Background: an optimization exercise with open tools, aiming at small area, a short achievable clock period and few clock cycles per item. Do not read the settings as production practice.
Only simulation tests tie the RTL to the original design; equivalence was not proved.

--- flow/design.v ---
module Division_IP #(parameter IP_WIDTH = 6) (
    IN_Dividend, 
    IN_Divisor,
    OUT_Quotient
);
    input  [IP_WIDTH*4-1:0] IN_Dividend;
    input  [IP_WIDTH*4-1:0] IN_Divisor;
    output [IP_WIDTH*4-1:0] OUT_Quotient;
    wire [3:0] V [0:IP_WIDTH-1];
    reg [3:0] Q [0:IP_WIDTH-1];
    reg [3:0] R [0:IP_WIDTH-1];
    integer i, j, k;
    integer degV;
    integer q_deg;
    reg [3:0] factor;
    reg found;
    genvar gv_i;
    generate
        for (gv_i = 0; gv_i < IP_WIDTH; gv_i = gv_i + 1) begin: gen_divisor_array
            assign V[gv_i] = IN_Divisor[gv_i*4 +: 4];
            assign OUT_Quotient [gv_i*4 +: 4] = Q[gv_i];
        end
    endgenerate
    always @(*) begin
        for (i = 0; i < IP_WIDTH; i = i + 1) begin
            R[i] = IN_Dividend[i*4 +: 4];
            Q[i] = 4'd15;
        end
        factor = 4'd0;
        j = 0;
        found = 0;
        degV = 0;
        for (i = IP_WIDTH-1; i >= 0; i = i - 1) begin
            if (!found && (V[i] != 4'd15)) begin
                degV = i;
                found = 1;
            end
        end
        if (!found) begin
            degV = 0;
        end
        q_deg = IP_WIDTH - degV - 1;
        for (k = IP_WIDTH - 1; k >= 0; k = k - 1) begin
            if (k <= q_deg) begin
                if (R[k + degV] != 4'd15) begin
                    factor = gf_div(R[k + degV], V[degV]);
                    Q[k] = factor;
                    for (j = IP_WIDTH - 1; j >= 0; j = j - 1) begin
                        if ((k + j) < IP_WIDTH) begin
                            R[k + j] = gf_add(R[k + j], gf_mul(factor, V[j]));
                        end
                    end
                end 
                else begin
                    Q[k] = 4'd15;
                end
            end
            else begin
                Q[k] = 4'd15;
            end
        end
    end
    function [3:0] gf_mul;
        input [3:0] a, b;
        reg [4:0] sum;
        begin
            if (a == 4'd15 || b == 4'd15) begin
                gf_mul = 4'd15;
            end
            else begin
                sum = a + b;
                if(sum >= 15) begin
                    sum = sum - 15;
                end
                gf_mul = sum[3:0];
            end
        end
    endfunction
    function [3:0] gf_div;
        input [3:0] a, b;
        reg [4:0] sum;
        begin
            if (a == 4'd15) begin
                gf_div = 4'd15;
            end
            else begin
                sum = a + (15 - b);
                if (sum >= 15) begin
                    gf_div = sum - 15;
                end
                else begin
                    gf_div = sum[3:0];
                end
            end
        end
    endfunction
    function [3:0] gf_add;
        input [3:0] a, b;
        reg [3:0] a_poly, b_poly, s_poly;
        begin
            a_poly = gf_poly_of_exp(a);
            b_poly = gf_poly_of_exp(b);
            s_poly = a_poly ^ b_poly;
            gf_add = gf_exp_of_poly(s_poly);
        end
    endfunction
    function [3:0] gf_poly_of_exp;
        input [3:0] exp;
        begin
            case(exp)
                4'd0:  gf_poly_of_exp = 4'd1;
                4'd1:  gf_poly_of_exp = 4'd2;
                4'd2:  gf_poly_of_exp = 4'd4;
                4'd3:  gf_poly_of_exp = 4'd8;
                4'd4:  gf_poly_of_exp = 4'd3;
                4'd5:  gf_poly_of_exp = 4'd6;
                4'd6:  gf_poly_of_exp = 4'd12;
                4'd7:  gf_poly_of_exp = 4'd11;
                4'd8:  gf_poly_of_exp = 4'd5;
                4'd9:  gf_poly_of_exp = 4'd10;
                4'd10: gf_poly_of_exp = 4'd7;
                4'd11: gf_poly_of_exp = 4'd14;
                4'd12: gf_poly_of_exp = 4'd15;
                4'd13: gf_poly_of_exp = 4'd13;
                4'd14: gf_poly_of_exp = 4'd9;
                4'd15: gf_poly_of_exp = 4'd0;
              default: gf_poly_of_exp = 4'd0;
            endcase
        end
    endfunction
    function [3:0] gf_exp_of_poly;
        input [3:0] poly;
        begin
            case(poly)
                4'd0:  gf_exp_of_poly = 4'd15;
                4'd1:  gf_exp_of_poly = 4'd0;
                4'd2:  gf_exp_of_poly = 4'd1;
                4'd3:  gf_exp_of_poly = 4'd4;
                4'd4:  gf_exp_of_poly = 4'd2;
                4'd5:  gf_exp_of_poly = 4'd8;
                4'd6:  gf_exp_of_poly = 4'd5;
                4'd7:  gf_exp_of_poly = 4'd10;
                4'd8:  gf_exp_of_poly = 4'd3;
                4'd9:  gf_exp_of_poly = 4'd14;
                4'd10: gf_exp_of_poly = 4'd9;
                4'd11: gf_exp_of_poly = 4'd7;
                4'd12: gf_exp_of_poly = 4'd6;
                4'd13: gf_exp_of_poly = 4'd13;
                4'd14: gf_exp_of_poly = 4'd11;
                4'd15: gf_exp_of_poly = 4'd12;
                default: gf_exp_of_poly = 4'd15;
            endcase
        end
    endfunction
endmodule
module BCH_TOP(
    input            clk,
	input            rst_n,
	input            in_valid,
    input [3:0]      in_syndrome, 
    output           out_valid, 
	output reg [3:0] out_location
);
    integer i, j, k;
    localparam S_IDLE = 0;
    localparam S_OUPU = 1;
    reg  state;
    reg  next_state;
    reg [3:0] in_syndrome_reg [0:5];
    reg [2:0] input_cnt;
    reg [1:0] output_cnt;
    wire [3:0] sp7_q_o [0:6];
    wire [3:0] sp7_r_o [0:6];
    wire [3:0] debug_div_7_r [0:4];
    wire [3:0] debug_div_7_q [0:2];
    wire [3:0] div_6_q_o [0:5];
    wire [3:0] div_6_r_o [0:5];
    reg [3:0] three_ans [0:2];
    reg  [3:0] er_func    [0:3];
    reg [3:0] er_func_reg [0:3];
    wire final_hit [0:14];
    wire [3:0] two_div [0:1];
    always @(posedge clk or negedge rst_n) begin
        if (!rst_n) begin
            state <= S_IDLE;
        end else begin
            state <= next_state;
        end
    end
    always @(*) begin
        next_state = state;
        case (state)
            S_IDLE: begin
                if (input_cnt == 'd6) begin
                    next_state = S_OUPU;
                end
            end
            S_OUPU: begin
                if (output_cnt == 'd2) begin
                    next_state = S_IDLE;
                end
            end
        endcase
    end
    assign out_valid = state;
    always @(*) begin
        if (state == S_OUPU) begin
            out_location = three_ans[output_cnt];
        end
        else begin
            out_location = 4'd0;
        end
    end
    always @(*) begin
        three_ans[0] = 4'd15;
        three_ans[1] = 4'd15;
        three_ans[2] = 4'd15;
        for (i = 0; i < 15; i = i + 1) begin
            if (final_hit[i]) begin
                if      (three_ans[0] == 4'd15) three_ans[0] = i[3:0];
                else if (three_ans[1] == 4'd15) three_ans[1] = i[3:0];
                else if (three_ans[2] == 4'd15) three_ans[2] = i[3:0];
            end
        end
    end
    always @(posedge clk, negedge rst_n) begin
        if (!rst_n) begin
            input_cnt <= 3'd0;
        end else begin
            if (in_valid) begin
                input_cnt <= input_cnt + 1;
            end
            else begin
                input_cnt <= 3'd0;
            end
        end
    end
    always @(posedge clk, negedge rst_n) begin
        if (!rst_n) begin
            output_cnt <= 3'd0;
        end else begin
            if (state == S_OUPU) begin
                output_cnt <= output_cnt + 1;
            end
            else begin
                output_cnt <= 3'd0;
            end
        end
    end
    always @(posedge clk, negedge rst_n) begin
        if (!rst_n) begin
            for (i = 0; i < 6; i = i + 1) begin
                in_syndrome_reg[i] <= 4'd0;
            end
        end
        else begin
            if (in_valid) begin
                in_syndrome_reg[input_cnt] <= in_syndrome;
            end
        end
    end
    reg [3:0] div_7_r [0:6];
    reg [3:0] div_7_q [0:6];
    always @(posedge clk, negedge rst_n) begin
        if (~rst_n) begin
            for (i = 0; i < 7; i = i + 1) begin
                div_7_q[i] <= 4'd0;
                div_7_r[i] <= 4'd0;
            end
        end
        else begin
            if (input_cnt == 'd5) begin
                for (i = 0; i < 3; i = i + 1) begin
                    div_7_q[i] <= debug_div_7_q[i];
                end
                for (i = 0; i < 5; i = i + 1) begin
                    div_7_r[i] <= debug_div_7_r[i];
                end
            end
        end
    end
    wire [3:0] p_ma_0_final [0:3];
    logic [3:0] p_ma_1_final [0:3];
    wire [3:0] p_ma_2_final [0:3];
    wire [3:0] p_m_2_a_1 [0:3];
    wire [3:0] p_m_2_a_2 [0:3];
    wire [3:0] div_3_q_o [0:2];
    new_7 n7 (
        .IN_Divisor    ({in_syndrome, in_syndrome_reg[4], in_syndrome_reg[3], in_syndrome_reg[2], in_syndrome_reg[1], in_syndrome_reg[0]}),
        .OUT_Quotient  ({debug_div_7_q[2], debug_div_7_q[1], debug_div_7_q[0]}),
        .OUT_Remainder ({debug_div_7_r[4], debug_div_7_r[3], debug_div_7_r[2], debug_div_7_r[1], debug_div_7_r[0]})
    );
    real_d_ip #(.IP_WIDTH(6)) div6 (
        .IN_Dividend   ({in_syndrome_reg[5], in_syndrome_reg[4], in_syndrome_reg[3], in_syndrome_reg[2], in_syndrome_reg[1], in_syndrome_reg[0]}),
        .IN_Divisor    ({4'd15, div_7_r[4], div_7_r[3], div_7_r[2], div_7_r[1], div_7_r[0]}),
        .OUT_Remainder ({div_6_r_o[5], div_6_r_o[4], div_6_r_o[3], div_6_r_o[2], div_6_r_o[1], div_6_r_o[0]}),
        .OUT_Quotient  ({div_6_q_o[5], div_6_q_o[4], div_6_q_o[3], div_6_q_o[2], div_6_q_o[1], div_6_q_o[0]})
    );
    assign p_ma_0_final[2] = div_7_q[2];
    assign p_ma_0_final[1] = div_7_q[1];
    assign p_ma_0_final[0] = div_7_q[0];
    Division_IP #(.IP_WIDTH(3)) div3 (
        .IN_Dividend   ({div_7_r[4],   div_7_r[3],   div_7_r[2]}),
        .IN_Divisor    ({div_6_r_o[4], div_6_r_o[3], div_6_r_o[2]}),
        .OUT_Quotient  ({div_3_q_o[2], div_3_q_o[1], div_3_q_o[0]})
    );
    GF2_4_Poly_Mult_Reduce_custom #(.N(2), .M(3), .O(4)) poly_mult_0_custom (
        .A   ({p_ma_0_final[1], p_ma_0_final[0]}),
        .B   ({div_6_q_o[2], div_6_q_o[1], div_6_q_o[0]}),
        .P   ({p_m_2_a_1[3], p_m_2_a_1[2], p_m_2_a_1[1], p_m_2_a_1[0]})
    );
    assign p_ma_1_final[3] = p_m_2_a_1[3];
    assign p_ma_1_final[2] = p_m_2_a_1[2];
    assign p_ma_1_final[1] = p_m_2_a_1[1];
    always @(*) begin
        case (p_m_2_a_1[0])
            4'd0:  p_ma_1_final[0] = 4'd15;
            4'd1:  p_ma_1_final[0] = 4'd4;
            4'd2:  p_ma_1_final[0] = 4'd8;
            4'd3:  p_ma_1_final[0] = 4'd14;
            4'd4:  p_ma_1_final[0] = 4'd1;
            4'd5:  p_ma_1_final[0] = 4'd10;
            4'd6:  p_ma_1_final[0] = 4'd13;
            4'd7:  p_ma_1_final[0] = 4'd9;
            4'd8:  p_ma_1_final[0] = 4'd2;
            4'd9:  p_ma_1_final[0] = 4'd7;
            4'd10: p_ma_1_final[0] = 4'd5;
            4'd11: p_ma_1_final[0] = 4'd12;
            4'd12: p_ma_1_final[0] = 4'd11;
            4'd13: p_ma_1_final[0] = 4'd6;
            4'd14: p_ma_1_final[0] = 4'd3;
            default: p_ma_1_final[0] = 4'd0;
        endcase
    end
    GF2_4_Poly_Mult_Reduce_custom #(.N(3), .M(2), .O(4)) poly_mult_2_custom (
        .A   ({p_ma_1_final[2], p_ma_1_final[1], p_ma_1_final[0]}),
        .B   ({div_3_q_o[1], div_3_q_o[0]}),
        .P   ({p_m_2_a_2[3], p_m_2_a_2[2], p_m_2_a_2[1], p_m_2_a_2[0]})
    );
    GF2_4_Poly_Add #(.POLY_WIDTH(4)) poly_add_2 (
        .A   ({p_m_2_a_2[3], p_m_2_a_2[2], p_m_2_a_2[1], p_m_2_a_2[0]}),
        .B   ({4'd15, p_ma_0_final[2], p_ma_0_final[1], p_ma_0_final[0]}),
        .Sum ({p_ma_2_final[3], p_ma_2_final[2], p_ma_2_final[1], p_ma_2_final[0]})
    );
    always @(*) begin
        if (div_7_r[4] == 'd15 && div_7_r[3] == 'd15) begin
            er_func[0] = p_ma_0_final[0];
            er_func[1] = p_ma_0_final[1];
            er_func[2] = p_ma_0_final[2];
            er_func[3] = 4'd15;
        end
        else if (div_6_r_o[5] == 'd15 && div_6_r_o[4] == 'd15 && div_6_r_o[3] == 'd15) begin
            er_func[0] = p_ma_1_final[0];
            er_func[1] = p_ma_1_final[1];
            er_func[2] = p_ma_1_final[2];
            er_func[3] = p_ma_1_final[3];
        end
        else begin
            er_func[0] = p_ma_2_final[0];
            er_func[1] = p_ma_2_final[1];
            er_func[2] = p_ma_2_final[2];
            er_func[3] = p_ma_2_final[3];
        end
    end
    always @(posedge clk, negedge rst_n) begin
        if (~rst_n) begin
            for (i = 0; i < 4; i = i + 1) begin
                er_func_reg[i] <= 4'd0;
            end
        end
        else begin
            if (input_cnt == 'd6) begin
                for (i = 0; i < 4; i = i + 1) begin
                    er_func_reg[i] <= er_func[i];
                end
            end
        end
    end
    genvar gv_i;
    generate
        for (gv_i = 0; gv_i < 15; gv_i = gv_i + 1) begin: gen_chien_search
            chien_search #(.SEARCH(gv_i)) search (
                .poly_in_3(er_func_reg[3]),
                .poly_in_2(er_func_reg[2]),
                .poly_in_1(er_func_reg[1]),
                .poly_in_0(er_func_reg[0]),
                .hit(final_hit[gv_i])
            );
        end
    endgenerate
endmodule
module new_7 (
    IN_Divisor,
    OUT_Quotient,
    OUT_Remainder
);
    input  [6*4-1:0]  IN_Divisor;
    output reg [3*4-1:0]  OUT_Quotient;
    output reg [5*4-1:0]  OUT_Remainder;
    reg [3:0] A, B, C, D, E, F;
    reg [3:0] G, H, I, J, K, L;
    reg [3:0] M, N, O, P, Q, R;
    reg [3:0] S, T, U, V, W;
    reg [3:0] Q2, Q1, Q0;
    reg [3:0] pre_I;
    wire [3:0] DVS  [0:6-1];
    reg [3:0] norm_DVS [0:6-1];
    integer i;
    genvar gv_i;
    reg cool;
    generate
        for (gv_i = 0; gv_i < 6; gv_i = gv_i + 1) begin: gen_divisor_array
            assign DVS[gv_i] = IN_Divisor [gv_i*4 +: 4];
        end
    endgenerate
    always @(*) begin
        if (DVS[5] == 4'd15) begin
            norm_DVS[0] = DVS[4]; norm_DVS[1] = DVS[3]; norm_DVS[2] = DVS[2];
            norm_DVS[3] = DVS[1]; norm_DVS[4] = DVS[0]; norm_DVS[5] = 4'd15;
            cool = 1;
        end
        else begin
            norm_DVS[0] = DVS[5]; norm_DVS[1] = DVS[4]; norm_DVS[2] = DVS[3];
            norm_DVS[3] = DVS[2]; norm_DVS[4] = DVS[1]; norm_DVS[5] = DVS[0];
            cool = 0;
        end
        A = gf_mul(gf_div(4'd0, norm_DVS[0]), norm_DVS[1]);
        B = gf_mul(gf_div(4'd0, norm_DVS[0]), norm_DVS[2]);
        C = gf_mul(gf_div(4'd0, norm_DVS[0]), norm_DVS[3]);
        D = gf_mul(gf_div(4'd0, norm_DVS[0]), norm_DVS[4]);
        U = gf_mul(gf_div(4'd0, norm_DVS[0]), norm_DVS[5]);
        pre_I = gf_div(4'd0, norm_DVS[0]);
        E = gf_mul(gf_div(A, norm_DVS[0]), norm_DVS[1]);
        F = gf_mul(gf_div(A, norm_DVS[0]), norm_DVS[2]);
        G = gf_mul(gf_div(A, norm_DVS[0]), norm_DVS[3]);
        H = gf_mul(gf_div(A, norm_DVS[0]), norm_DVS[4]);
        V = gf_mul(gf_div(A, norm_DVS[0]), norm_DVS[5]);
        I = gf_add(B, E);
        J = gf_add(C, F);
        K = gf_add(D, G);
        L = gf_add(U, H);
        W = V;
        M = gf_mul(gf_div(I, norm_DVS[0]), norm_DVS[1]);
        N = gf_mul(gf_div(I, norm_DVS[0]), norm_DVS[2]);
        O = gf_mul(gf_div(I, norm_DVS[0]), norm_DVS[3]);
        P = gf_mul(gf_div(I, norm_DVS[0]), norm_DVS[4]);
        Q = gf_add(J, M);
        R = gf_add(K, N);
        S = gf_add(L, O);
        T = P;
        Q2 = gf_div(4'd0, norm_DVS[0]);
        Q1 = gf_div(A, norm_DVS[0]);
        Q0 = gf_div(I, norm_DVS[0]);
        if (DVS[5] == 4'd15) begin
            OUT_Remainder = {4'd15, Q, R, S, T};
            OUT_Quotient  = {Q2, Q1, Q0};
        end
        else begin
            OUT_Remainder = {I, J, K, L, W};
            OUT_Quotient  = {4'd15, Q2, Q1};
        end
    end
    function [3:0] gf_mul;
        input [3:0] a, b;
        reg [4:0] sum;
        begin
            if (a == 4'd15 || b == 4'd15) begin
                gf_mul = 4'd15;
            end
            else begin
                sum = a + b;
                if(sum >= 15) begin
                    sum = sum - 15;
                end
                gf_mul = sum[3:0];
            end
        end
    endfunction
    function [3:0] gf_div;
        input [3:0] a, b;
        reg [4:0] sum;
        begin
            if (a == 4'd15) begin
                gf_div = 4'd15;
            end
            else begin
                sum = a + (15 - b);
                if (sum >= 15) begin
                    gf_div = sum - 15;
                end
                else begin
                    gf_div = sum[3:0];
                end
            end
        end
    endfunction
    function [3:0] gf_add;
        input [3:0] a, b;
        reg [3:0] a_poly, b_poly, s_poly;
        begin
            a_poly = e2p(a);
            b_poly = e2p(b);
            s_poly = a_poly ^ b_poly;
            gf_add = p2e(s_poly);
        end
    endfunction
    function [3:0] e2p;
        input [3:0] exp;
        begin
            case(exp)
                4'd0:  e2p = 4'd1;
                4'd1:  e2p = 4'd2;
                4'd2:  e2p = 4'd4;
                4'd3:  e2p = 4'd8;
                4'd4:  e2p = 4'd3;
                4'd5:  e2p = 4'd6;
                4'd6:  e2p = 4'd12;
                4'd7:  e2p = 4'd11;
                4'd8:  e2p = 4'd5;
                4'd9:  e2p = 4'd10;
                4'd10: e2p = 4'd7;
                4'd11: e2p = 4'd14;
                4'd12: e2p = 4'd15;
                4'd13: e2p = 4'd13;
                4'd14: e2p = 4'd9;
                4'd15: e2p = 4'd0;
            endcase
        end
    endfunction
    function [3:0] p2e;
        input [3:0] poly;
        begin
            case(poly)
                4'd0:  p2e = 4'd15;
                4'd1:  p2e = 4'd0;
                4'd2:  p2e = 4'd1;
                4'd3:  p2e = 4'd4;
                4'd4:  p2e = 4'd2;
                4'd5:  p2e = 4'd8;
                4'd6:  p2e = 4'd5;
                4'd7:  p2e = 4'd10;
                4'd8:  p2e = 4'd3;
                4'd9:  p2e = 4'd14;
                4'd10: p2e = 4'd9;
                4'd11: p2e = 4'd7;
                4'd12: p2e = 4'd6;
                4'd13: p2e = 4'd13;
                4'd14: p2e = 4'd11;
                4'd15: p2e = 4'd12;
            endcase
        end
    endfunction
endmodule
module chien_search #(parameter SEARCH = 0) (
    input  [3:0] poly_in_0,
    input  [3:0] poly_in_1,
    input  [3:0] poly_in_2,
    input  [3:0] poly_in_3,
    output hit
);
    localparam real_exp = 15 - SEARCH;
    localparam E3 = (3*real_exp)%15;
    localparam E2 = (2*real_exp)%15;
    localparam E1 = (1*real_exp)%15;
    wire [3:0] p3 = mulc(e2p(poly_in_3), E3);
    wire [3:0] p2 = mulc(e2p(poly_in_2), E2);
    wire [3:0] p1 = mulc(e2p(poly_in_1), E1);
    wire [3:0] p0 = e2p(poly_in_0);
    assign hit = ((p3 ^ p2 ^ p1 ^ p0) == 4'd0);
    function [3:0] mulc;
        input [3:0] p;
        input integer n;
        integer t;
        begin
            mulc = p;
            for (t = 0; t < 15; t = t + 1)
                if (t < n) mulc = {mulc[2:0], 1'b0} ^ (mulc[3] ? 4'b0011 : 4'b0000);
        end
    endfunction
    function [3:0] e2p;
        input [3:0] exp;
        begin
            case(exp)
                4'd0:  e2p = 4'd1;
                4'd1:  e2p = 4'd2;
                4'd2:  e2p = 4'd4;
                4'd3:  e2p = 4'd8;
                4'd4:  e2p = 4'd3;
                4'd5:  e2p = 4'd6;
                4'd6:  e2p = 4'd12;
                4'd7:  e2p = 4'd11;
                4'd8:  e2p = 4'd5;
                4'd9:  e2p = 4'd10;
                4'd10: e2p = 4'd7;
                4'd11: e2p = 4'd14;
                4'd12: e2p = 4'd15;
                4'd13: e2p = 4'd13;
                4'd14: e2p = 4'd9;
                default: e2p = 4'd0;
            endcase
        end
    endfunction
endmodule
module real_d_ip #(parameter IP_WIDTH = 7) (
    IN_Dividend, 
    IN_Divisor,
    OUT_Quotient,
    OUT_Remainder
);
    input  [IP_WIDTH*4-1:0]  IN_Dividend;
    input  [IP_WIDTH*4-1:0]  IN_Divisor;
    output [IP_WIDTH*4-1:0]  OUT_Quotient;
    output [IP_WIDTH*4-1:0]  OUT_Remainder;
    reg    [IP_WIDTH*4-1:0]  OUT_Quotient;
    reg    [IP_WIDTH*4-1:0]  OUT_Remainder;
    wire [3:0] V  [0:IP_WIDTH-1];
    reg [3:0] Q [0:IP_WIDTH-1];
    reg [3:0] R [0:IP_WIDTH-1];
    integer i, j, k;
    reg [3:0] factor;
    integer q_deg;
    reg found;
    genvar gv_i;
    generate
        for (gv_i = 0; gv_i < IP_WIDTH; gv_i = gv_i + 1) begin: gen_divisor_array
            assign V[gv_i] = IN_Divisor[gv_i*4 +: 4];
            assign OUT_Quotient [gv_i*4 +: 4] = Q[IP_WIDTH - gv_i - 1];
            assign OUT_Remainder[gv_i*4 +: 4] = R[IP_WIDTH - gv_i - 1];
        end
    endgenerate
    always @(*) begin
        for (i = 0; i < IP_WIDTH; i = i + 1) begin
            Q [i] = 4'd15;
            R[i] = IN_Dividend[((IP_WIDTH-1)-i)*4 +: 4];
        end
        factor = 4'd0;
        j = 0;
        q_deg = -1;
        for (k = 0; k < IP_WIDTH; k = k + 1) begin
            if (V[k] != 4'd15) q_deg = k;
        end
        for (i = 0; i < 3; i = i + 1) begin
            if (R[i] != 4'd15 && (IP_WIDTH - q_deg > i)) begin
                factor = gf_div(R[i], V[q_deg]);
                Q[q_deg + i] = gf_div(R[i], V[q_deg]);
                for (j = 0; j < IP_WIDTH; j = j + 1) begin
                    if (i + j < IP_WIDTH) begin
                        if ((q_deg - j) >= 0) begin
                            R[i+j] = gf_add(R[i+j], gf_mul(factor, V[q_deg - j]));
                        end
                    end
                end
            end
        end
    end
    function [3:0] gf_mul;
        input [3:0] a, b;
        reg [4:0] sum;
        begin
            if (a == 4'd15 || b == 4'd15) begin
                gf_mul = 4'd15;
            end
            else begin
                sum = a + b;
                if(sum >= 15) begin
                    sum = sum - 15;
                end
                gf_mul = sum[3:0];
            end
        end
    endfunction
    function [3:0] gf_div;
        input [3:0] a, b;
        reg [4:0] sum;
        begin
            if (a == 4'd15) begin
                gf_div = 4'd15;
            end
            else begin
                sum = a + (15 - b);
                if (sum >= 15) begin
                    gf_div = sum - 15;
                end
                else begin
                    gf_div = sum[3:0];
                end
            end
        end
    endfunction
    function [3:0] gf_add;
        input [3:0] a, b;
        reg [3:0] a_poly, b_poly, s_poly;
        begin
            a_poly = e2p(a);
            b_poly = e2p(b);
            s_poly = a_poly ^ b_poly;
            gf_add = p2e(s_poly);
        end
    endfunction
    function [3:0] e2p;
        input [3:0] exp;
        begin
            case(exp)
                4'd0:  e2p = 4'd1;
                4'd1:  e2p = 4'd2;
                4'd2:  e2p = 4'd4;
                4'd3:  e2p = 4'd8;
                4'd4:  e2p = 4'd3;
                4'd5:  e2p = 4'd6;
                4'd6:  e2p = 4'd12;
                4'd7:  e2p = 4'd11;
                4'd8:  e2p = 4'd5;
                4'd9:  e2p = 4'd10;
                4'd10: e2p = 4'd7;
                4'd11: e2p = 4'd14;
                4'd12: e2p = 4'd15;
                4'd13: e2p = 4'd13;
                4'd14: e2p = 4'd9;
                4'd15: e2p = 4'd0;
            endcase
        end
    endfunction
    function [3:0] p2e;
        input [3:0] poly;
        begin
            case(poly)
                4'd0:  p2e = 4'd15;
                4'd1:  p2e = 4'd0;
                4'd2:  p2e = 4'd1;
                4'd3:  p2e = 4'd4;
                4'd4:  p2e = 4'd2;
                4'd5:  p2e = 4'd8;
                4'd6:  p2e = 4'd5;
                4'd7:  p2e = 4'd10;
                4'd8:  p2e = 4'd3;
                4'd9:  p2e = 4'd14;
                4'd10: p2e = 4'd9;
                4'd11: p2e = 4'd7;
                4'd12: p2e = 4'd6;
                4'd13: p2e = 4'd13;
                4'd14: p2e = 4'd11;
                4'd15: p2e = 4'd12;
            endcase
        end
    endfunction
endmodule
module GF2_4_Poly_Mult_Reduce #(parameter N = 7,
                                parameter M = 7)
(
    input  [N*4-1:0] A,
    input  [N*4-1:0] B,
    output [M*4-1:0] P
);
    localparam PROD_LEN = N;
    integer i, j;
    reg [3:0] a_array [0:N-1];
    reg [3:0] b_array [0:N-1];
    reg [3:0] prod_array [0:PROD_LEN-1];
    reg [M*4-1:0] P_reg;
    always @(*) begin
        for (i = 0; i < N; i = i + 1) begin
            a_array[i] = A[i*4 +: 4];
        end
        for (j = 0; j < N; j = j + 1) begin
            b_array[j] = B[j*4 +: 4];
        end
        for (i = 0; i < PROD_LEN; i = i + 1) begin
            prod_array[i] = 4'd15;
        end
        for (i = 0; i < N - 1; i = i + 1) begin
            for (j = 0; j < N - 1; j = j + 1) begin
                if (i + j < PROD_LEN) begin
                    prod_array[i+j] = gf_add(prod_array[i+j], gf_mul(a_array[i], b_array[j]));
                end
            end
        end
        for (i = 0; i < M; i = i + 1) begin
            P_reg[i*4 +: 4] = prod_array[i];
        end
    end
    assign P = P_reg;
    function [3:0] gf_mul;
        input [3:0] a, b;
        reg [4:0] sum;
        begin
            if (a == 4'd15 || b == 4'd15) begin
                gf_mul = 4'd15;
            end
            else begin
                sum = a + b;
                if(sum >= 15) begin
                    sum = sum - 15;
                end
                gf_mul = sum[3:0];
            end
        end
    endfunction
    function [3:0] gf_add;
        input [3:0] a, b;
        reg [3:0] a_poly, b_poly, s_poly;
        begin
            a_poly = e2p(a);
            b_poly = e2p(b);
            s_poly = a_poly ^ b_poly;
            gf_add = p2e(s_poly);
        end
    endfunction
    function [3:0] e2p;
        input [3:0] exp;
        begin
            case(exp)
                4'd0:  e2p = 4'd1;
                4'd1:  e2p = 4'd2;
                4'd2:  e2p = 4'd4;
                4'd3:  e2p = 4'd8;
                4'd4:  e2p = 4'd3;
                4'd5:  e2p = 4'd6;
                4'd6:  e2p = 4'd12;
                4'd7:  e2p = 4'd11;
                4'd8:  e2p = 4'd5;
                4'd9:  e2p = 4'd10;
                4'd10: e2p = 4'd7;
                4'd11: e2p = 4'd14;
                4'd12: e2p = 4'd15;
                4'd13: e2p = 4'd13;
                4'd14: e2p = 4'd9;
                4'd15: e2p = 4'd0;
            endcase
        end
    endfunction
    function [3:0] p2e;
        input [3:0] poly;
        begin
            case(poly)
                4'd0:  p2e = 4'd15;
                4'd1:  p2e = 4'd0;
                4'd2:  p2e = 4'd1;
                4'd3:  p2e = 4'd4;
                4'd4:  p2e = 4'd2;
                4'd5:  p2e = 4'd8;
                4'd6:  p2e = 4'd5;
                4'd7:  p2e = 4'd10;
                4'd8:  p2e = 4'd3;
                4'd9:  p2e = 4'd14;
                4'd10: p2e = 4'd9;
                4'd11: p2e = 4'd7;
                4'd12: p2e = 4'd6;
                4'd13: p2e = 4'd13;
                4'd14: p2e = 4'd11;
                4'd15: p2e = 4'd12;
            endcase
        end
    endfunction
endmodule
module GF2_4_Poly_Mult_Reduce_custom #(parameter N = 7,
                                parameter M = 7, parameter O = 7)
(
    input  [N*4-1:0] A,
    input  [M*4-1:0] B,
    output [O*4-1:0] P
);
    localparam PROD_LEN = N;
    integer i, j;
    reg [3:0] a_array [0:N-1];
    reg [3:0] b_array [0:M-1];
    reg [3:0] prod_array [0:O-1];
    reg [O*4-1:0] P_reg;
    always @(*) begin
        for (i = 0; i < N; i = i + 1) begin
            a_array[i] = A[i*4 +: 4];
        end
        for (j = 0; j < M; j = j + 1) begin
            b_array[j] = B[j*4 +: 4];
        end
        for (i = 0; i < O; i = i + 1) begin
            prod_array[i] = 4'd15;
        end
        for (i = 0; i < N; i = i + 1) begin
            for (j = 0; j < M; j = j + 1) begin
                if (i + j < O) begin
                    prod_array[i+j] = gf_add(prod_array[i+j], gf_mul(a_array[i], b_array[j]));
                end
            end
        end
        for (i = 0; i < O; i = i + 1) begin
            P_reg[i*4 +: 4] = prod_array[i];
        end
    end
    assign P = P_reg;
    function [3:0] gf_mul;
        input [3:0] a, b;
        reg [4:0] sum;
        begin
            if (a == 4'd15 || b == 4'd15) begin
                gf_mul = 4'd15;
            end
            else begin
                sum = a + b;
                if(sum >= 15) begin
                    sum = sum - 15;
                end
                gf_mul = sum[3:0];
            end
        end
    endfunction
    function [3:0] gf_add;
        input [3:0] a, b;
        reg [3:0] a_poly, b_poly, s_poly;
        begin
            a_poly = e2p(a);
            b_poly = e2p(b);
            s_poly = a_poly ^ b_poly;
            gf_add = p2e(s_poly);
        end
    endfunction
    function [3:0] e2p;
        input [3:0] exp;
        begin
            case(exp)
                4'd0:  e2p = 4'd1;
                4'd1:  e2p = 4'd2;
                4'd2:  e2p = 4'd4;
                4'd3:  e2p = 4'd8;
                4'd4:  e2p = 4'd3;
                4'd5:  e2p = 4'd6;
                4'd6:  e2p = 4'd12;
                4'd7:  e2p = 4'd11;
                4'd8:  e2p = 4'd5;
                4'd9:  e2p = 4'd10;
                4'd10: e2p = 4'd7;
                4'd11: e2p = 4'd14;
                4'd12: e2p = 4'd15;
                4'd13: e2p = 4'd13;
                4'd14: e2p = 4'd9;
                4'd15: e2p = 4'd0;
            endcase
        end
    endfunction
    function [3:0] p2e;
        input [3:0] poly;
        begin
            case(poly)
                4'd0:  p2e = 4'd15;
                4'd1:  p2e = 4'd0;
                4'd2:  p2e = 4'd1;
                4'd3:  p2e = 4'd4;
                4'd4:  p2e = 4'd2;
                4'd5:  p2e = 4'd8;
                4'd6:  p2e = 4'd5;
                4'd7:  p2e = 4'd10;
                4'd8:  p2e = 4'd3;
                4'd9:  p2e = 4'd14;
                4'd10: p2e = 4'd9;
                4'd11: p2e = 4'd7;
                4'd12: p2e = 4'd6;
                4'd13: p2e = 4'd13;
                4'd14: p2e = 4'd11;
                4'd15: p2e = 4'd12;
            endcase
        end
    endfunction
endmodule
module GF2_4_Poly_Add #(parameter POLY_WIDTH = 4)(
    input  [POLY_WIDTH*4-1:0] A,
    input  [POLY_WIDTH*4-1:0] B,
    output [POLY_WIDTH*4-1:0] Sum
);
    reg [POLY_WIDTH*4-1:0] Sum_reg;
    integer i;
    always @(*) begin
        for (i = 0; i < POLY_WIDTH; i = i + 1) begin
              Sum_reg[i*4 +: 4] = gf_add(A[i*4 +: 4], B[i*4 +: 4]);
        end
    end
    assign Sum = Sum_reg;
    function [3:0] gf_add;
        input [3:0] a, b;
        reg [3:0] a_poly, b_poly, s_poly;
        begin
            a_poly = e2p(a);
            b_poly = e2p(b);
            s_poly = a_poly ^ b_poly;
            gf_add = p2e(s_poly);
        end
    endfunction
    function [3:0] e2p;
        input [3:0] exp;
        begin
            case(exp)
                4'd0:  e2p = 4'd1;
                4'd1:  e2p = 4'd2;
                4'd2:  e2p = 4'd4;
                4'd3:  e2p = 4'd8;
                4'd4:  e2p = 4'd3;
                4'd5:  e2p = 4'd6;
                4'd6:  e2p = 4'd12;
                4'd7:  e2p = 4'd11;
                4'd8:  e2p = 4'd5;
                4'd9:  e2p = 4'd10;
                4'd10: e2p = 4'd7;
                4'd11: e2p = 4'd14;
                4'd12: e2p = 4'd15;
                4'd13: e2p = 4'd13;
                4'd14: e2p = 4'd9;
                4'd15: e2p = 4'd0;
            endcase
        end
    endfunction
    function [3:0] p2e;
        input [3:0] poly;
        begin
            case(poly)
                4'd0:  p2e = 4'd15;
                4'd1:  p2e = 4'd0;
                4'd2:  p2e = 4'd1;
                4'd3:  p2e = 4'd4;
                4'd4:  p2e = 4'd2;
                4'd5:  p2e = 4'd8;
                4'd6:  p2e = 4'd5;
                4'd7:  p2e = 4'd10;
                4'd8:  p2e = 4'd3;
                4'd9:  p2e = 4'd14;
                4'd10: p2e = 4'd9;
                4'd11: p2e = 4'd7;
                4'd12: p2e = 4'd6;
                4'd13: p2e = 4'd13;
                4'd14: p2e = 4'd11;
                4'd15: p2e = 4'd12;
            endcase
        end
    endfunction
endmodule
--- flow/config.mk ---
export PLATFORM = sky130hd
export DESIGN_NAME = BCH_TOP
export DESIGN_NICKNAME = BCH_TOP
export VERILOG_FILES = /design/flow/design.v
export SDC_FILE = /design/flow/constraint.sdc
export NUM_CORES = 4
export LEC_CHECK = 0
export ABC_AREA = 1
export CAP_MARGIN = 20
export CORE_MARGIN = 2
export CORE_UTILIZATION = 40
export SLEW_MARGIN = 20
--- flow/constraint.sdc ---
create_clock -name core_clock -period 40.0 [get_ports {clk}]
set_input_delay 8.0000 -clock core_clock [delete_from_list [all_inputs] [get_ports {clk}]]
set_output_delay 8.0000 -clock core_clock [all_outputs]
set_load 0.01 [all_outputs]
--- flow/run.sh ---
#!/bin/bash
# synth_recipe.tcl (not shown) runs the flow's synth.tcl, then flattens the netlist and writes it again
# the make line also repeats each setting of config.mk as NAME=value (left out here)
make -C /OpenROAD-flow-scripts/flow DESIGN_CONFIG=/design/flow/config.mk WORK_HOME=/design/flow/orfs CLKGATE_MAP_FILE= SYNTH_SCRIPT=/design/flow/synth_recipe.tcl finish
==> results by group, run 1 <==
STA
  • Fin. Hold Viols: 0
  • Worst slew pin tran: 1150 ps
  • Peak Freq: 28.1 MHz
  • Unrepaired setup endpoints after global routing: false
  • Period utilization: 0.889
  • Sum of negative setup slack: 0 ps
  • Final Max Tran Viols: 0
  • Slew HR: 0.223
  • Min cycle time layout: 35550 ps
  • Final setup viols: 0
  • Worst clock skew: 22.4 ps

Drt
  • Antenna viol nets, final: 0
  • Via count: 39100
  • DR pass1 iterations: 6
  • Drt wl/cell: 14.3 µm
  • Vias per inst: 5.17
  • WL final: 108000 µm
  • Number of DRC markers in iteration 0: 2514
  • Residual DRC count: 0

Clock network
  • H-tree levels: 3
  • Clk buf depth: 2
  • CTS Root Cell: clkbuf_16
  • Clock-pin slew on the worst setup and hold paths: 80 ps
  • CTS Hold Bufs: 0
  • Quantity of gates resized following cts: 0
  • CTS tree: built
  • CTS sink cnt: 78
  • Post-CTS setup buffers: 0
  • Clock Latency Late Sink: 370 ps
  • CTS Buf Count: 9

Synthesis
  • Synthesized area per cell: 6.29 µm²
  • Synth unique cells: 89
  • Multiplexer share of the synthesized area: 0.00565
  • Yosys reg bits: 78
  • Post-Synth XOR/XNOR Area: 0.0950
  • EDFF count, synth: 0
  • Synthesized cell area: 39400 µm²
  • Share of flip-flops with an asynchronous set or reset: 1.00
  • Synth Flop Type: dfrtp_1
  • Syn Inst Count: 6264
  • Synth Net Count: 7097
  • Dominant cells by area after synthesis: ha_1 25%, nand2_1 15%, inv_1 8.5%
  • Sequential area share after synthesis: 0.0496
  • Post-synthesis simple-gate area fraction: 0.312
  • Largest family of logic cells by synthesized area: simple AND/OR/NAND/NOR gates
  • Commonest cells post-synth: 1566 x nand2_1, 892 x inv_1, 781 x ha_1
  • Post-synth top area cell: ha_1
  • Adder-Cell Fraction of Synth Area: 0.271
  • Post-synth top area share: 0.248
  • Ys Warns: 59
  • Synth Area in Compound Gates: 0.167
  • Most numerous cell in the Yosys netlist: nand2_1

GRT
  • Met1 Use GR: 0.275
  • First-pass GRT wire length: 176000 µm
  • M3 GR Usage: 0.0183
  • Initial antenna violation count: 0
  • Met2 usage in global routing: 0.359
  • Total track usage: 0.205
  • Gr ovfl total: 0
  • Vias in the first global route: 35700
  • Largest net degree at the start of global routing: 45
  • Busiest grt layer: met2

Floorplan
  • Initial Utilization: 0.402
  • Die width: 318 µm
  • Die height: 318 µm
  • Core area: 98000 µm²
  • Die area: 101000 µm²
  • IO Pins: 12
  • Num rows: 115

Flow run
  • Max-Cap Viols: 0

Place
  • Placed wire-length estimate: 90300 µm
  • Placed insts: 7539
  • RePlAce Congestion: 0.954
  • PortBufs: 11

Setup path
  • Highest cell delay on the worst timing path: 760 ps
  • CP dominant cell by count: nand2_1
  • Worst Path Required: 40270 ps
  • Setup crit start kind: flop
  • CP Max Fanout: 13
  • Delay-heaviest family, CP: simple AND/OR/NAND/NOR gates
  • CP arrival: 35820 ps
  • Number of buffers and inverters on the critical path: 30
  • CP max stage cell: fa_1
  • CP Class: reg -> reg
  • CP Capture Type: flop

Outcome
  • Status: finished clean

Final layout
  • Diode count: 0
  • # nets final: 7096
  • Final Util: 0.422
  • Max reg flops: 24
  • Layout cells sized above 1: 0.0627
  • P&R area growth vs syn: 4.92%
  • Finished Layout Cells: 7555

Hold path
  • Worst min path class: reg -> reg
[logic make-up after synthesis]
kind of cell | Yosys count
and+or+nand+nor | 2780
AOI/OAI and AO/OA | 1110
buffers and inverters | 1028
adders and majority gates | 826
xor gates and xnor gates | 421
DFF | 78
muxes | 21
[placed cells by master (no fill, tap or decap), drive strengths merged, types with 23 or more instances in the layout]
cell and count:
a21oi 226, a31oi 24, buf 23, dfrtp 78
fa 45, ha 781, inv 977, nand2 1646
nand3 492, nand4 61, nor2 437, o211ai 149
o21ai 545, o22ai 31, or2 74, xnor2 154
xor2 267
[metal layers]
layer,vias up,share of wire
li1,20500,-
met1,17700,0.48
met2,808,0.47
met3,93,0.042
met4,0,0.016
met5,-,0
[stage by stage]
stage / instance area (µm²) / hold WS (ps) / worst slack, ps
3_5_place_dp: 41000 / 456 / 4980
2_1_floorplan: 39400 / 432 / 9220
4_1_cts: 41300 / 463 / 4810
6_report: 41300 / 458 / 4450
3_3_place_gp: 41000 / 449 / 5930
5_1_grt: 41300 / 490 / 436
[layout make-up]
cell class                 count  area, µm²
clock buffer                  11        243
clock inverter                 5       40.0
fill                       10400      56700
inverter                     983       3690
multi-input combinational   5158      33500
sequential                    78       1950
tap                         1287       1610
timing repair buffer          33        273
[worst register-to-register path: cells and delay by family (launching register included)]
kind / cells / cell delay (ps)
muxes: 2 / 930
xor gates and xnor gates: 16 / 5520
AOI/OAI and AO/OA: 28 / 6090
adders and majority gates: 24 / 8640
buffers and inverters: 30 / 3410
DFF: 1 / 540
and+or+nand+nor: 83 / 10320
[path summary, 6_finish.rpt]
| check | to | slack, ps | cells past startpoint | startpoint |
|---|---|---|---|---|
| max | er_func_reg[1][0] | 4450 | 183 | div_7_r[4][1] |
| min | output_cnt[0] | 460 | 1 | output_cnt[0] |
| max reg2reg | er_func_reg[1][0] | 4450 | 183 | div_7_r[4][1] |
| min reg2reg | output_cnt[0] | 460 | 1 | output_cnt[0] |
| max in group asynchronous | div_7_r[2][1] | 31370 | 2 | rst_n |
| min in group asynchronous | er_func_reg[1][0] | 7580 | 1 | rst_n |
Testbench counts, summed over its fixed seeds: cycles 46,080, items 4,608.
==> inputs of run 2 (changes only) <==
==> flow/design.v (replaced) <==
module BCH_TOP(
    input            clk,
    input            rst_n,
    input            in_valid,
    input [3:0]      in_syndrome,
    output reg       out_valid,
    output reg [3:0] out_location
);
    reg [2:0] cnt;
    reg [3:0] r1, r3, r5;
    function [3:0] e2p(input [3:0] e);
        case (e)
            4'd0:  e2p = 4'd1;   4'd1:  e2p = 4'd2;   4'd2:  e2p = 4'd4;
            4'd3:  e2p = 4'd8;   4'd4:  e2p = 4'd3;   4'd5:  e2p = 4'd6;
            4'd6:  e2p = 4'd12;  4'd7:  e2p = 4'd11;  4'd8:  e2p = 4'd5;
            4'd9:  e2p = 4'd10;  4'd10: e2p = 4'd7;   4'd11: e2p = 4'd14;
            4'd12: e2p = 4'd15;  4'd13: e2p = 4'd13;  4'd14: e2p = 4'd9;
            default: e2p = 4'd0;
        endcase
    endfunction
    function [3:0] ginv(input [3:0] a);    
        case (a)
            4'd1:  ginv = 4'd1;   4'd2:  ginv = 4'd9;   4'd3:  ginv = 4'd14;
            4'd4:  ginv = 4'd13;  4'd5:  ginv = 4'd11;  4'd6:  ginv = 4'd7;
            4'd7:  ginv = 4'd6;   4'd8:  ginv = 4'd15;  4'd9:  ginv = 4'd2;
            4'd10: ginv = 4'd12;  4'd11: ginv = 4'd5;   4'd12: ginv = 4'd10;
            4'd13: ginv = 4'd4;   4'd14: ginv = 4'd3;   4'd15: ginv = 4'd8;
            default: ginv = 4'd0;
        endcase
    endfunction
    function [3:0] xa(input [3:0] a);      
        xa = {a[2], a[1], a[0] ^ a[3], a[3]};
    endfunction
    function [3:0] xai(input [3:0] a);     
        xai = {a[0], a[3], a[2], a[1] ^ a[0]};
    endfunction
    function [3:0] gmul(input [3:0] a, input [3:0] b);
        reg [3:0] t;
        integer k;
        begin
            t = 4'd0;
            for (k = 3; k >= 0; k = k - 1) begin
                t = xa(t);
                if (b[k]) t = t ^ a;
            end
            gmul = t;
        end
    endfunction
    function [3:0] gsq(input [3:0] a);
        gsq = gmul(a, a);
    endfunction
    wire [3:0] s1 = e2p(r1);
    wire [3:0] s3 = e2p(r3);
    wire [3:0] s5 = e2p(r5);
    wire [3:0] s1q = gsq(s1);
    wire [3:0] dd  = gmul(s1q, s1) ^ s3;
    wire [3:0] ee  = gmul(s1q, s3) ^ s5;
    wire [3:0] sg2 = gmul(ee, ginv(dd));
    wire [3:0] sg3 = dd ^ gmul(s1, sg2);
    reg [3:0] m1 [0:14];
    reg [3:0] m3 [0:14];
    reg [14:0] hit;
    integer p;
    always @(*) begin
        m1[0] = s1;
        m3[0] = sg3;
        for (p = 1; p < 15; p = p + 1) begin
            m1[p] = xa(m1[p-1]);
            m3[p] = xai(m3[p-1]);
        end
        for (p = 0; p < 15; p = p + 1)
            hit[p] = ((m1[p] ^ m3[p] ^ sg2) == e2p((2 * p) % 15));
    end
    wire first = (cnt == 3'd5);
    reg [3:0] nxt;
    integer q;
    always @(*) begin
        nxt = 4'd15;
        for (q = 14; q >= 0; q = q - 1)
            if (hit[q] && (first || q > out_location)) nxt = q[3:0];
    end
    wire ov_n = (in_valid && cnt == 3'd5) || cnt[2:1] == 2'b11;
    always @(posedge clk or negedge rst_n) begin
        if (!rst_n) begin
            cnt <= 3'd0;
            out_valid <= 1'b0;
            out_location <= 4'd0;
        end else begin
            cnt <= (in_valid || cnt[2:1] == 2'b11) ? cnt + 3'd1 : 3'd0;
            out_valid <= ov_n;
            out_location <= ov_n ? nxt : 4'd0;
        end
    end
    always @(posedge clk) begin
        if (in_valid && cnt == 3'd0) r1 <= in_syndrome;
        if (in_valid && cnt == 3'd2) r3 <= in_syndrome;
        if (in_valid && cnt == 3'd4) r5 <= in_syndrome;
    end
endmodule
==> run 2 against run 1 <==
Still clean on timing, DRC and antenna. Worst hold slack improved by 41 ps. Die area fell by 85%. Cell count fell by 85%. Core utilization rose by 1.2 points. Setup slack improved by 25000 ps. Via count fell by 86%. Sequential cell count fell by 46. Design area fell by 85%. Sequential share of layout area rose by 8.1 points. Critical endpoint is now s1[1]. Largest cell class unchanged. Highest routed layer unchanged.
==> results by group, run 2 <==
Synthesis
  • Most numerous cell in the Yosys netlist: nand2_1
  • Post-synth top area cell: nand2_1
  • Share of flip-flops with an asynchronous set or reset: 0.250
  • Syn Inst Count: 931
  • EDFF count, synth: 12
  • Synth Net Count: 978
  • Yosys reg bits: 32
  • Dominant cells by area after synthesis: nand2_1 18%, xor2_1 13%, nand3_1 8.8%
  • Synth unique cells: 49
  • Ys Warns: 3
  • Post-synth top area share: 0.185
  • Synthesized area per cell: 6.26 µm²
  • Sequential area share after synthesis: 0.137
  • Commonest cells post-synth: 287 x nand2_1, 103 x nand3_1, 99 x inv_1
  • Synth Flop Type: edfxtp_1
  • Synthesized cell area: 5830 µm²

Final layout
  • Diode count: 0
  • # nets final: 983
  • Commonest cells after routing, fill and taps aside: 287 x nand2_1, 103 x nand3_1, 99 x inv_1, 86 x xor2_1, 50 x nor2_1
  • Commonest non-fill, non-tap cell in the layout: nand2_1
  • Layout cells sized above 1: 0.120
  • Fillers: 1557
  • Footprint of the multi-input gates: 4470 µm²
  • P&R area growth vs syn: 6.91%
  • Register area: 801 µm²
  • Final Util: 0.434

Flow run
  • Max-Cap Viols: 0

Place
  • Placed wire-length estimate: 11400 µm
  • RePlAce Congestion: 0.854
  • PortBufs: 11

Drt
  • Number of DRC markers in iteration 0: 286
  • Via count: 5521
  • WL final: 14400 µm
  • Residual DRC count: 0
  • DR pass1 iterations: 5
  • Drt wl/cell: 12.8 µm
  • Antenna viol nets, final: 0
  • Vias per inst: 4.93

Setup path
  • Delay-heaviest family, CP: compound AO/OA/AOI/OAI gates
  • CP dominant cell by count: inv_1
  • Number of buffers and inverters on the critical path: 4
  • CP max stage cell: nor3_1
  • CP Class: in -> reg
  • FF-to-FF path depth: 49
  • Crit path capture: s1[1]
  • Crit Reg-Reg Endpoint: out_location[1]
  • Setup crit start kind: primary input
  • Worst Path Required: 40170 ps
  • Highest cell delay on the worst timing path: 640 ps
  • CP arrival: 10930 ps
  • Critical Path Source: in_valid
  • R2R Path Start: s1[0]
  • Critical path cell sequence: clkdlybuf4s50_1, inv_1, nor3_1, inv_1, o21ai_0, inv_1, ha_1, o21ai_0, a21oi_1, a31o_2
  • CP Capture Type: flop
  • Number of cells on the critical path: 10
  • CP Max Fanout: 8

Clock network
  • CTS sink cnt: 32
  • Clock-pin slew on the worst setup and hold paths: 50 ps
  • CTS tree: built
  • Clk buf depth: 2
  • CTS Buf Count: 5
  • CTS Root Cell: clkbuf_16
  • CTS Hold Bufs: 0
  • Quantity of gates resized following cts: 0
  • Post-CTS setup buffers: 0
  • Clock Latency Late Sink: 270 ps
  • H-tree levels: 2

GRT
  • Initial antenna violation count: 0
  • Busiest grt layer: met2
  • Total track usage: 0.184
  • Vias in the first global route: 5081
  • Largest net degree at the start of global routing: 21
  • Met2 usage in global routing: 0.325
  • Met1 Use GR: 0.254
  • M3 GR Usage: 0.00945
  • First-pass GRT wire length: 24500 µm
  • Gr ovfl total: 0

Floorplan
  • Num rows: 44
  • IO Pins: 12
  • Die area: 15600 µm²
  • Core area: 14400 µm²
  • Initial Utilization: 0.406
  • Die width: 125 µm
  • Die height: 125 µm

Hold path
  • Hold path cells: 1
  • Worst min path class: reg -> reg

STA
  • Final Max Tran Viols: 0
  • Fin. Hold Viols: 0
  • Hold slack: 498 ps
  • Min cycle time layout: 10760 ps
  • Slew HR: 0.411
  • Worst clock skew: 6.19 ps
  • Peak Freq: 92.9 MHz
  • Period utilization: 0.269
  • Final setup viols: 0
  • Unrepaired setup endpoints after global routing: false
  • Worst slew pin tran: 881 ps
  • Sum of negative setup slack: 0 ps

Outcome
  • Status: finished clean
run 2: cell count changes after synthesis, moves of 138 or more:
cell / delta
inv_1: -793
nand2_1: -1279
ha_1: -741
o21ai_0: -430
nand3_1: -359
xor2_1: -177
o211ai_1: -138
nor2_1: -349
a21oi_1: -206
run 2: logic make-up (layout without fill, tap and decap cells):
kind of cell	after synthesis	count (layout)	share of synthesized area
xor+xnor	110	110	0.178
compound gates	63	63	0.0597
fa+ha+maj	40	40	0.0859
simple gates	550	550	0.444
flops	32	32	0.137
buf+inv	136	142	0.0958
run 2: final cells by class:
class                   count  share of cell area
multi-input cells         763               0.717
repair buffers             11              0.0177
inverters                 123              0.0741
clock buffers               7              0.0247
well taps                 184              0.0369
flip-flops and latches     32               0.129
clock inverters             1            0.000803
run 2: worst register-to-register path: cells and delay by family (launching register included):
family,cells,cell delay [ps]
AOI/OAI and AO/OA,2,240
xor gates and xnor gates,1,230
adders and majority gates,2,680
buffers and inverters,8,880
DFF,1,740
and+or+nand+nor,36,4260
run 2: stage by stage:
stage / instances / setup WS, ps / cell area, µm²
2_1_floorplan: 931 / 29890 / 5830
3_3_place_gp: 1113 / 29030 / 6070
3_5_place_dp: 1113 / 28920 / 6070
4_1_cts: 1121 / 29220 / 6230
5_1_grt: 1121 / 28820 / 6230
6_report: 1121 / 29240 / 6230
run 2: worst min-delay path by stage:
stage / to / startpoint / slack (ps)
2_1_floorplan: cnt[0] / cnt[0] / 460
3_3_place_gp: cnt[0] / cnt[0] / 490
6_report: cnt[0] / cnt[0] / 500
3_5_place_dp: cnt[0] / cnt[0] / 500
5_1_grt: cnt[0] / cnt[0] / 540
4_1_cts: cnt[0] / cnt[0] / 500
run 2: per-layer routing:
metal	vias to the layer above	wire length [µm]
met5	-	0
met4	0	90
met3	7	317
met2	76	6860
met1	2489	7090
li1	2949	-
Testbench counts of run 2, summed over its fixed seeds: cycles 41,472, items 4,608.

## afterwards: timing with drivers on the ports
How much do the figures lean on ideal ports? The routed layouts below were timed once more, with nothing changed but the port constraints.
Step 1 assumes that a clkbuf_16 drives the clock port and a buf_2 every other input.
Step 2 adds t to the input delays and takes it off the output delays; t is the mean of the earliest and latest rising clock arrival at the registers after step 1. Input paths then give back, and output paths get back, about the clock's delay inside the block.
Slacks: ideal ports / drivers / drivers and shift; pairs: ideal ports / drivers.
run | t, ns | setup slack, ns | slew at the worst register clock pin (ns) | worst slew at a driven data input, ns | pins driven straight from the clock port
run 1 | 0.423 | 4.451 / 4.451 / 4.451 | 0.08 / 0.08 | 0.07 | 1
run 2 | 0.297 | 29.236 / 29.239 / 28.942 | 0.05 / 0.05 | 0.03 | 1
After both steps every run listed still meets setup and hold. For run 2, which loses most, drivers alone change the setup slack by +0.003 ns; drivers and shift together by -0.294 ns.
